Source: an optimization exercise on an open RTL-to-GDS flow (aim: a short achievable clock period and few clock cycles). Production flows keep margins and buffers that such runs may drop. The RTL was checked by simulation tests, not by an equivalence proof against the original design. Power figures rest on the tool's default switching activity, not on a simulated workload.

==> raven <==
==> flow/design.v (excerpt) <==
module MIPS_Top(
    input clk,
    input reset,
    input [31:0] instr,
    output [31:0] pc,
    output dmem_we,
    output [31:0] dmem_addr,
    output [31:0] dmem_wdata,
    output [15:0] test_value
    );
    Datapath dp(
        .clk(clk),
        .reset(reset),
        .instr(instr),
        .pc(pc),
        .dmem_we(dmem_we),
        .dmem_addr(dmem_addr),
        .dmem_wdata(dmem_wdata),
        .test_value(test_value)
    );
endmodule
Settings: LEC_CHECK=0, CAP_MARGIN=20, CORE_MARGIN=2, CORE_UTILIZATION=45, PLACE_DENSITY=0.55, SLEW_MARGIN=20, SYNTH_HIERARCHICAL=1; clock period 21.0 ns.
standard.sh (not shown) runs the stock make flow with config.mk's settings and CLKGATE_MAP_FILE= SYNTH_SCRIPT=/design/flow/synth_recipe.tcl, a recipe that flattens the netlist after the stock synthesis.
==> flow/flow/run.sh <==
#!/bin/bash
# The standard layout (the standard.sh, unchanged synthesis), with the
# timing repair steps asked to leave a setup margin, so that they keep
# working on the paths after the design's period is met.
set -euo pipefail
bash standard.sh SETUP_SLACK_MARGIN=15.5 finish > standard.log 2>&1
==> onyx (differences from raven) <==
--- a/flow/design.v
+++ b/flow/design.v
@@ -138,45 +138,14 @@
     assign is_r    = (Opcode == 6'h00);
     assign is_addi = (Opcode == 6'h08);
     assign is_lw   = (Opcode == 6'h23);
     assign is_sw   = (Opcode == 6'h2B);
     assign is_beq  = (Opcode == 6'h04);
     assign is_j    = (Opcode == 6'h02);
 endmodule
-module Early_Beq(
-    input  beq,
-    input  za,
-    input  zb,
-    input  da,
-    input  db,
-    input  dz,
-    output taken
-    );
-    assign taken = beq & ((za & zb) | (dz & ((da & zb) | (db & za))));
-endmodule
-module Bit_Sel(
-    input  [31:0] v,
-    input  [4:0]  s,
-    output        y
-    );
-    assign y = |(v & (32'b1 << s));
-endmodule
-module Fetch_Sel(
-    input  en,
-    input  same,
-    input  beq,
-    input  za,
-    input  zb,
-    input  da,
-    input  db,
-    input  dz,
-    output sel
-    );
-    assign sel = en & (same | (beq & ((za & zb) | (dz & ((da & zb) | (db & za))))));
-endmodule
 module Data_Memory(
     input          clk,
     input          reset,
     input  [99:0]  wsel,
     input          WE,
     input  [31:0]  WD,
     input  [99:0]  rsel,
@@ -238,46 +207,30 @@
     input         WEA,
     input  [4:0]  AA,
     input  [31:0] WDA,
     input         WEB,
     input  [4:0]  AB,
     input  [31:0] WDB,
     output [31:0] RD1,
-    output [31:0] RD2,
-    output [31:0] NZ,
-    output [31:0] ONE
+    output [31:0] RD2
     );
     reg [31:0] r [0:31];
-    reg [31:0] nz, one;
-    wire nza = |WDA;
-    wire nzb = |WDB;
-    wire ona = (WDA == 32'd1);
-    wire onb = (WDB == 32'd1);
     genvar i;
     generate
         for (i = 0; i < 32; i = i + 1) begin : regs
             always @(posedge clk, negedge reset) begin
-                if (!reset) begin
-                    r[i]   <= 32'b0;
-                    nz[i]  <= 1'b0;
-                    one[i] <= 1'b0;
-                end else if (WEA && AA == i) begin
-                    r[i]   <= WDA;
-                    nz[i]  <= nza;
-                    one[i] <= ona;
-                end else if (WEB && AB == i) begin
-                    r[i]   <= WDB;
-                    nz[i]  <= nzb;
-                    one[i] <= onb;
-                end
+                if (!reset)
+                    r[i] <= 32'b0;
+                else if (WEA && AA == i)
+                    r[i] <= WDA;
+                else if (WEB && AB == i)
+                    r[i] <= WDB;
             end
         end
     endgenerate
-    assign NZ = nz;
-    assign ONE = one;
     reg [31:0] rd1, rd2;
     integer k;
     always @(*) begin
         rd1 = 32'b0;
         rd2 = 32'b0;
         for (k = 0; k < 32; k = k + 1) begin
             rd1 = rd1 | ({{16{~N1[k]}}, {16{S1[k]}}} & r[k]);
@@ -320,14 +273,15 @@
         .is_r(f_r), .is_addi(f_addi), .is_lw(f_lw), .is_sw(f_sw),
         .is_beq(f_beq), .is_j(f_j)
     );
     wire [31:2] f_jt = {pc4[31:28], instr[25:0]};
     wire        f_same = f_beq & (instr[25:21] == instr[20:16]);
     wire [31:2] f_bt;
     Branch_Target ft(.pc4(pc4), .imm(instr[15:0]), .tgt(f_bt));
+    wire        f_jmp  = f_j | f_same;
     wire [31:2] f_tgt  = f_j ? f_jt : f_bt;
     localparam NF = 2;
     reg  [NF-1:0] fv;
     reg  [31:2]   fkey [0:NF-1];
     reg  [31:2]   ftgt [0:NF-1];
     reg           fptr;
     reg  [31:2]   prev_pc;     
@@ -387,21 +341,21 @@
     wire [31:0] mul_s, mul_c;
     Mul_CSA mul(.a(x_ma), .b(x_mb), .s(mul_s), .c(mul_c));
     Data_Memory dm(
         .clk(clk), .reset(reset),
         .wsel(x_wen), .WE(1'b1), .WD(x_mwd),
         .rsel(x_sel), .rseln(x_seln), .RD(ld_data)
     );
-    wire [31:0] rf_a, rf_b, nz, one;
+    wire [31:0] rf_a, rf_b;
     Reg_File rf(
         .clk(clk), .reset(reset),
         .S1(d_rs_oh), .S2(d_rt_oh), .N1(d_rs_on), .N2(d_rt_on),
         .WEA(x_wa), .AA(x_rd), .WDA(x_res),
         .WEB(m_v), .AB(m_rd), .WDB(m_res),
-        .RD1(rf_a), .RD2(rf_b), .NZ(nz), .ONE(one)
+        .RD1(rf_a), .RD2(rf_b)
     );
     wire xa_hit = x_wa  & (x_rd == rs);
     wire xa_mul = x_mul & (x_rd == rs);
     wire ma_hit = m_v   & (m_rd == rs);
     wire xb_hit = x_wa  & (x_rd == rt);
     wire xb_mul = x_mul & (x_rd == rt);
     wire mb_hit = m_v   & (m_rd == rt);
@@ -409,18 +363,15 @@
     wire [31:0] pb = mb_hit ? m_res : rf_b;
     wire [31:0] a_val = xa_hit ? x_res : pa;
     wire [31:0] b_val = xb_hit ? x_res : pb;
     wire stall = (use_a & xa_mul) | (use_b & xb_mul) |
                  (d_ldst & (xa_hit | xa_mul | ma_hit)) |
                  (d_beq & ((ma_hit & ~xa_hit) | (mb_hit & ~xb_hit))) |
                  (d_beq & x_ld & (xa_hit | xb_hit));
-    reg         kill;
-    reg  [31:2] kill_tgt;
     wire go = ~stall;
-    wire dgo = go & ~kill;      
     wire [31:0] addr = rf_a + imm;
     wire [7:0]  lo = {1'b0, rf_a[6:0]} + {1'b0, imm[6:0]};
     wire [31:7] hx = rf_a[31:7] ^ imm[31:7];
     wire [31:7] hc = {rf_a[30:7] | imm[30:7], lo[7]};
     wire        hi_zero = (hx == hc);
     wire [99:0] sel;
     genvar i;
@@ -432,75 +383,32 @@
     wire eq;
     Branch_Cmp bc(
         .pa(rf_a), .pb(rf_b),
         .xa(x_a), .xb(x_b), .xcin(x_cin), .xslt(x_slt),
         .slt_bit(alu_res[0]),
         .fa(xa_hit), .fb(xb_hit), .eq(eq)
     );
-    wire        taken = d_beq & dgo & eq;
+    wire        taken = d_beq & go & eq;
     wire [31:2] btgt = d_pc4 + imm[29:0];
-    wire [4:0] frs = instr[25:21];
-    wire [4:0] frt = instr[20:16];
-    wire d_clean = ~xa_hit & ~ma_hit & ~(d_r & (xb_hit | mb_hit));
-    wire a_zero  = |(d_rs_oh & ~nz);
-    wire a_one   = |(d_rs_oh & one);
-    wire b_zero  = |(d_rt_oh & ~nz);
-    wire imm_m1  = (d_ir[15:0] == 16'hFFFF);
-    wire imm_0   = (d_ir[15:0] == 16'h0000);
-    wire d_same  = (rs == rt);
-    wire dz = d_clean & (
-              (d_addi & ((imm_m1 & a_one) | (imm_0 & a_zero))) |
-              (d_r & ~d_mul & (d_sub | d_slt) & d_same) |
-              (d_r & ~d_mul & ~d_sub & ~d_slt & a_zero & b_zero));
-    wire [31:0] d_wv  = {32{d_wr}} & (32'b1 << d_dst);
-    wire [31:0] xm_wv = ({32{x_wa | x_mul}} & (32'b1 << x_rd)) | ({32{m_v}} & (32'b1 << m_rd));
-    wire [31:0] z0    = ~d_wv & ~xm_wv & ~nz;
-    wire f_early;
-    wire za, zb;
-    Bit_Sel sza(.v(z0), .s(frs), .y(za));
-    Bit_Sel szb(.v(z0), .s(frt), .y(zb));
-    Early_Beq eb(.beq(f_beq), .za(za), .zb(zb),
-                 .da(d_wr & (d_dst == frs)), .db(d_wr & (d_dst == frt)),
-                 .dz(dz), .taken(f_early));
-    wire f_jmp   = f_j | f_same | f_early;
-    wire [31:2] pc_a = go ? (f_j ? f_jt : fold_hit ? fold_tgt : pc4) : pc_r;
-    wire [31:2] pc_k, pc_next;
-    Mux #(.bits_num(30)) pc_mux(.in1(kill_tgt), .in2(pc_a), .sel(kill), .out(pc_k));
-    wire fen = go & ~kill;
-    wire da = d_wr & (d_dst == frs);
-    wire db = d_wr & (d_dst == frt);
-    wire sel_lo, sel_hi;
-    Fetch_Sel fs_lo(.en(fen), .same(f_same), .beq(f_beq), .za(za), .zb(zb), .da(da), .db(db),
-                    .dz(dz), .sel(sel_lo));
-    Fetch_Sel fs_hi(.en(fen), .same(f_same), .beq(f_beq), .za(za), .zb(zb), .da(da), .db(db),
-                    .dz(dz), .sel(sel_hi));
-    Mux #(.bits_num(15)) pc_mux_lo(.in1(f_bt[16:2]), .in2(pc_k[16:2]), .sel(sel_lo), .out(pc_next[16:2]));
-    Mux #(.bits_num(15)) pc_mux_hi(.in1(f_bt[31:17]), .in2(pc_k[31:17]), .sel(sel_hi), .out(pc_next[31:17]));
-    always @(posedge clk, negedge reset) begin
-        if (!reset) begin
-            kill <= 1'b0;
-            kill_tgt <= 30'b0;
-        end else begin
-            kill <= taken;
-            kill_tgt <= btgt;
-        end
-    end
+    wire [31:2] pc_seq = go ? (f_jmp ? f_tgt : fold_hit ? fold_tgt : pc4) : pc_r;
+    wire [31:2] pc_next;
+    Mux #(.bits_num(30)) pc_mux(.in1(btgt), .in2(pc_seq), .sel(taken), .out(pc_next));
     always @(posedge clk, negedge reset) begin
         if (!reset)
             pc_r <= 30'b0;
         else
             pc_r <= pc_next;
     end
     always @(posedge clk, negedge reset) begin
         if (!reset) begin
             d_r <= 1'b0; d_addi <= 1'b0; d_lw <= 1'b0; d_sw <= 1'b0; d_beq <= 1'b0;
-        end else if (kill) begin
+        end else if (taken) begin
             d_r <= 1'b0; d_addi <= 1'b0; d_lw <= 1'b0; d_sw <= 1'b0; d_beq <= 1'b0;
         end else if (go) begin
-            d_r <= f_r; d_addi <= f_addi; d_lw <= f_lw; d_sw <= f_sw; d_beq <= f_beq & ~f_same & ~f_early;
+            d_r <= f_r; d_addi <= f_addi; d_lw <= f_lw; d_sw <= f_sw; d_beq <= f_beq & ~f_same;
         end
     end
     reg         learn;
     reg         d_j;
     reg  [31:2] pp_pc;
     wire [31:2] d_jt = {d_pc4[31:28], d_ir[25:0]};
     integer fr;
@@ -531,27 +439,27 @@
             fv <= {NF{1'b0}};
             fptr <= 0;
             for (fr = 0; fr < NF; fr = fr + 1) begin
                 fkey[fr] <= 30'b0;
                 ftgt[fr] <= 30'b0;
             end
         end else begin
-            learn <= go & (f_j | f_same) & prev_seq;
+            learn <= go & f_jmp & prev_seq;
             if (learn) begin
                 fv[fptr]   <= 1'b1;
                 fkey[fptr] <= pp_pc;
                 ftgt[fptr] <= d_j ? d_jt : btgt;
                 fptr <= ~fptr;
             end
         end
     end
     always @(posedge clk, negedge reset) begin
         if (!reset)
             prev_seq <= 1'b0;
-        else if (kill)
+        else if (taken)
             prev_seq <= 1'b0;
         else if (go)
             prev_seq <= ~f_jmp & ~fold_hit;
     end
     always @(posedge clk, negedge reset) begin
         if (!reset) begin
             x_wa <= 1'b0; x_mul <= 1'b0; x_rd <= 5'b0;
@@ -559,33 +467,33 @@
             x_ma <= 32'b0; x_mb <= 32'b0;
             x_cin <= 1'b0; x_slt <= 1'b0; x_ld <= 1'b0; x_st <= 1'b0;
             x_sel <= 100'b0; x_seln <= {100{1'b1}};
             x_addr <= 32'b0; x_wdata <= 32'b0;
             x_wen <= 100'b0; x_mwd <= 32'b0;
             m_v <= 1'b0; m_rd <= 5'b0; m_s <= 32'b0; m_c <= 32'b0;
         end else begin
-            x_wa   <= dgo & d_wr & ~d_mul;
-            x_mul  <= dgo & d_mul;
-            x_st   <= dgo & d_sw;
+            x_wa   <= go & d_wr & ~d_mul;
+            x_mul  <= go & d_mul;
+            x_st   <= go & d_sw;
             x_rd   <= d_dst;
             x_a    <= a_val;
-            if (dgo & d_mul) begin
+            if (go & d_mul) begin
                 x_ma <= a_val;
                 x_mb <= b_val;
             end
             x_b    <= d_addi ? imm : (d_sub | d_slt) ? ~b_val : b_val;
             x_cin  <= d_sub | d_slt;
             x_slt  <= d_slt;
             x_ld   <= d_lw;
             x_sel  <= sel;
             x_seln <= ~sel;
             x_addr <= addr;
             x_wdata <= b_val;
-            x_wen  <= {100{dgo & d_sw}} & sel;
-            if (dgo & d_sw)
+            x_wen  <= {100{go & d_sw}} & sel;
+            if (go & d_sw)
                 x_mwd <= b_val;
             m_v  <= x_mul;
             m_rd <= x_rd;
             m_s  <= mul_s;
             m_c  <= mul_c;
         end
     end
==> sierra (differences from raven) <==
--- a/flow/design.v
+++ b/flow/design.v
@@ -149,34 +149,14 @@
     input  da,
     input  db,
     input  dz,
     output taken
     );
     assign taken = beq & ((za & zb) | (dz & ((da & zb) | (db & za))));
 endmodule
-module Bit_Sel(
-    input  [31:0] v,
-    input  [4:0]  s,
-    output        y
-    );
-    assign y = |(v & (32'b1 << s));
-endmodule
-module Fetch_Sel(
-    input  en,
-    input  same,
-    input  beq,
-    input  za,
-    input  zb,
-    input  da,
-    input  db,
-    input  dz,
-    output sel
-    );
-    assign sel = en & (same | (beq & ((za & zb) | (dz & ((da & zb) | (db & za))))));
-endmodule
 module Data_Memory(
     input          clk,
     input          reset,
     input  [99:0]  wsel,
     input          WE,
     input  [31:0]  WD,
     input  [99:0]  rsel,
@@ -409,18 +389,15 @@
     wire [31:0] pb = mb_hit ? m_res : rf_b;
     wire [31:0] a_val = xa_hit ? x_res : pa;
     wire [31:0] b_val = xb_hit ? x_res : pb;
     wire stall = (use_a & xa_mul) | (use_b & xb_mul) |
                  (d_ldst & (xa_hit | xa_mul | ma_hit)) |
                  (d_beq & ((ma_hit & ~xa_hit) | (mb_hit & ~xb_hit))) |
                  (d_beq & x_ld & (xa_hit | xb_hit));
-    reg         kill;
-    reg  [31:2] kill_tgt;
     wire go = ~stall;
-    wire dgo = go & ~kill;      
     wire [31:0] addr = rf_a + imm;
     wire [7:0]  lo = {1'b0, rf_a[6:0]} + {1'b0, imm[6:0]};
     wire [31:7] hx = rf_a[31:7] ^ imm[31:7];
     wire [31:7] hc = {rf_a[30:7] | imm[30:7], lo[7]};
     wire        hi_zero = (hx == hc);
     wire [99:0] sel;
     genvar i;
@@ -432,15 +409,15 @@
     wire eq;
     Branch_Cmp bc(
         .pa(rf_a), .pb(rf_b),
         .xa(x_a), .xb(x_b), .xcin(x_cin), .xslt(x_slt),
         .slt_bit(alu_res[0]),
         .fa(xa_hit), .fb(xb_hit), .eq(eq)
     );
-    wire        taken = d_beq & dgo & eq;
+    wire        taken = d_beq & go & eq;
     wire [31:2] btgt = d_pc4 + imm[29:0];
     wire [4:0] frs = instr[25:21];
     wire [4:0] frt = instr[20:16];
     wire d_clean = ~xa_hit & ~ma_hit & ~(d_r & (xb_hit | mb_hit));
     wire a_zero  = |(d_rs_oh & ~nz);
     wire a_one   = |(d_rs_oh & one);
     wire b_zero  = |(d_rt_oh & ~nz);
@@ -451,53 +428,31 @@
               (d_addi & ((imm_m1 & a_one) | (imm_0 & a_zero))) |
               (d_r & ~d_mul & (d_sub | d_slt) & d_same) |
               (d_r & ~d_mul & ~d_sub & ~d_slt & a_zero & b_zero));
     wire [31:0] d_wv  = {32{d_wr}} & (32'b1 << d_dst);
     wire [31:0] xm_wv = ({32{x_wa | x_mul}} & (32'b1 << x_rd)) | ({32{m_v}} & (32'b1 << m_rd));
     wire [31:0] z0    = ~d_wv & ~xm_wv & ~nz;
     wire f_early;
-    wire za, zb;
-    Bit_Sel sza(.v(z0), .s(frs), .y(za));
-    Bit_Sel szb(.v(z0), .s(frt), .y(zb));
-    Early_Beq eb(.beq(f_beq), .za(za), .zb(zb),
-                 .da(d_wr & (d_dst == frs)), .db(d_wr & (d_dst == frt)),
+    Early_Beq eb(.beq(f_beq), .za(z0[frs]), .zb(z0[frt]), .da(d_wv[frs]), .db(d_wv[frt]),
                  .dz(dz), .taken(f_early));
     wire f_jmp   = f_j | f_same | f_early;
     wire [31:2] pc_a = go ? (f_j ? f_jt : fold_hit ? fold_tgt : pc4) : pc_r;
-    wire [31:2] pc_k, pc_next;
-    Mux #(.bits_num(30)) pc_mux(.in1(kill_tgt), .in2(pc_a), .sel(kill), .out(pc_k));
-    wire fen = go & ~kill;
-    wire da = d_wr & (d_dst == frs);
-    wire db = d_wr & (d_dst == frt);
-    wire sel_lo, sel_hi;
-    Fetch_Sel fs_lo(.en(fen), .same(f_same), .beq(f_beq), .za(za), .zb(zb), .da(da), .db(db),
-                    .dz(dz), .sel(sel_lo));
-    Fetch_Sel fs_hi(.en(fen), .same(f_same), .beq(f_beq), .za(za), .zb(zb), .da(da), .db(db),
-                    .dz(dz), .sel(sel_hi));
-    Mux #(.bits_num(15)) pc_mux_lo(.in1(f_bt[16:2]), .in2(pc_k[16:2]), .sel(sel_lo), .out(pc_next[16:2]));
-    Mux #(.bits_num(15)) pc_mux_hi(.in1(f_bt[31:17]), .in2(pc_k[31:17]), .sel(sel_hi), .out(pc_next[31:17]));
-    always @(posedge clk, negedge reset) begin
-        if (!reset) begin
-            kill <= 1'b0;
-            kill_tgt <= 30'b0;
-        end else begin
-            kill <= taken;
-            kill_tgt <= btgt;
-        end
-    end
+    wire [31:2] pc_b, pc_next;
+    Mux #(.bits_num(30)) pc_mux_e(.in1(f_bt), .in2(pc_a), .sel(go & (f_same | f_early)), .out(pc_b));
+    Mux #(.bits_num(30)) pc_mux(.in1(btgt), .in2(pc_b), .sel(taken), .out(pc_next));
     always @(posedge clk, negedge reset) begin
         if (!reset)
             pc_r <= 30'b0;
         else
             pc_r <= pc_next;
     end
     always @(posedge clk, negedge reset) begin
         if (!reset) begin
             d_r <= 1'b0; d_addi <= 1'b0; d_lw <= 1'b0; d_sw <= 1'b0; d_beq <= 1'b0;
-        end else if (kill) begin
+        end else if (taken) begin
             d_r <= 1'b0; d_addi <= 1'b0; d_lw <= 1'b0; d_sw <= 1'b0; d_beq <= 1'b0;
         end else if (go) begin
             d_r <= f_r; d_addi <= f_addi; d_lw <= f_lw; d_sw <= f_sw; d_beq <= f_beq & ~f_same & ~f_early;
         end
     end
     reg         learn;
     reg         d_j;
@@ -543,15 +498,15 @@
                 fptr <= ~fptr;
             end
         end
     end
     always @(posedge clk, negedge reset) begin
         if (!reset)
             prev_seq <= 1'b0;
-        else if (kill)
+        else if (taken)
             prev_seq <= 1'b0;
         else if (go)
             prev_seq <= ~f_jmp & ~fold_hit;
     end
     always @(posedge clk, negedge reset) begin
         if (!reset) begin
             x_wa <= 1'b0; x_mul <= 1'b0; x_rd <= 5'b0;
@@ -559,33 +514,33 @@
             x_ma <= 32'b0; x_mb <= 32'b0;
             x_cin <= 1'b0; x_slt <= 1'b0; x_ld <= 1'b0; x_st <= 1'b0;
             x_sel <= 100'b0; x_seln <= {100{1'b1}};
             x_addr <= 32'b0; x_wdata <= 32'b0;
             x_wen <= 100'b0; x_mwd <= 32'b0;
             m_v <= 1'b0; m_rd <= 5'b0; m_s <= 32'b0; m_c <= 32'b0;
         end else begin
-            x_wa   <= dgo & d_wr & ~d_mul;
-            x_mul  <= dgo & d_mul;
-            x_st   <= dgo & d_sw;
+            x_wa   <= go & d_wr & ~d_mul;
+            x_mul  <= go & d_mul;
+            x_st   <= go & d_sw;
             x_rd   <= d_dst;
             x_a    <= a_val;
-            if (dgo & d_mul) begin
+            if (go & d_mul) begin
                 x_ma <= a_val;
                 x_mb <= b_val;
             end
             x_b    <= d_addi ? imm : (d_sub | d_slt) ? ~b_val : b_val;
             x_cin  <= d_sub | d_slt;
             x_slt  <= d_slt;
             x_ld   <= d_lw;
             x_sel  <= sel;
             x_seln <= ~sel;
             x_addr <= addr;
             x_wdata <= b_val;
-            x_wen  <= {100{dgo & d_sw}} & sel;
-            if (dgo & d_sw)
+            x_wen  <= {100{go & d_sw}} & sel;
+            if (go & d_sw)
                 x_mwd <= b_val;
             m_v  <= x_mul;
             m_rd <= x_rd;
             m_s  <= mul_s;
             m_c  <= mul_c;
         end
     end
==> flow/flow/run.sh (replaced) <==
#!/bin/bash
# The standard layout (the standard.sh, unchanged synthesis), with the
# timing repair steps asked to leave a setup margin, so that they keep
# working on the paths after the design's period is met.
set -euo pipefail
bash standard.sh SETUP_SLACK_MARGIN=16 finish > standard.log 2>&1
==> qor summary <==
                                                                            raven                         sierra          onyx
Power of the clock network                                              11,100 uW                      11,200 uW     10,800 uW
Largest net degree at the start of global routing                             169                            165           159
Post-synthesis instance area                                         284,400 um^2                   283,900 um^2  275,400 um^2
Post-route met1 wirelength                                             539,600 um                     544,000 um    518,200 um
Final instance count without filler cells                                  34,022                         34,225        33,529
Endpoint type of the worst setup path                                 output port                           flop   output port
Layout clock buffers                                                          933                            955           889
Placed wire-length estimate after detailed placement                   861,400 um                     877,000 um    852,300 um
Met2 capacity usage during global routing                                  57.08%                         58.50%        58.09%
Sequential fraction of total cell area                                     42.69%                         41.83%        42.97%
Via Count                                                                 232,424                        234,752       228,994
Outcome                                          no timing/DRC/antenna violations                failed layout checks  no timing/DRC/antenna violations
Reasons for failing layout checks                                               -  capacitance limit, slew limit             -
Total number of sequential cells                                            5,426                          5,395         5,331
Number of setup buffers added after CTS                                        60                            170           111
Overall fraction of global-route tracks in use                             42.44%                         43.76%        43.40%
Violation count after the first detailed-route iteration                   38,456                         37,387        37,223
Post-route total power                                                  32,080 uW                      32,430 uW     31,200 uW
Area of combinational cells with multiple inputs                     138,200 um^2                   140,500 um^2  132,500 um^2
CP startpoint                                                       dp.w_wdata[3]                      instr[16]    dp.pc_r[2]
Post-Synthesis Cells                                                       25,353                         25,346        24,930
Number of optimization iterations in the first detailed-route pass             10                             16            22
Testbench counts of raven, summed over its fixed seeds: cycles 58,910.
Testbench counts of onyx, summed over its fixed seeds: cycles 60,689.
Testbench counts of sierra, summed over its fixed seeds: cycles 58,767.

[afterwards: timing with drivers on the ports]
How much do the figures lean on ideal ports? The routed layouts below were timed once more, with nothing changed but the port constraints. Step 1 sets driving cells, clkbuf_16 on the clock port and buf_2 on the other inputs (assumed; they add their load-dependent delay and slew). Step 2, shift: input delay + t, output delay - t, t = (earliest + latest rising clock arrival at the registers) / 2. This alone moves slack from input paths to output paths. a / b / c = no drivers / after step 1 / after step 2; a / b = the first two.
run | shift t [ns] | setup WS [ns] | slew at the worst register clock pin (ns) | worst slew at a driven data input, ns | cell pins on the clock port's net
raven | 1.318 | 14.994 / 14.848 / 14.171 | 0.07 / 0.07 | 0.24 | 1
onyx | 1.317 | 14.993 / 14.837 / 13.950 | 0.07 / 0.07 | 0.22 | 1
sierra | 1.308 | 14.824 / 14.817 / 13.563 | 0.07 / 0.07 | 0.71 | 1
For sierra, which loses most, drivers alone change the setup slack by -0.007 ns; drivers and shift together by -1.261 ns.
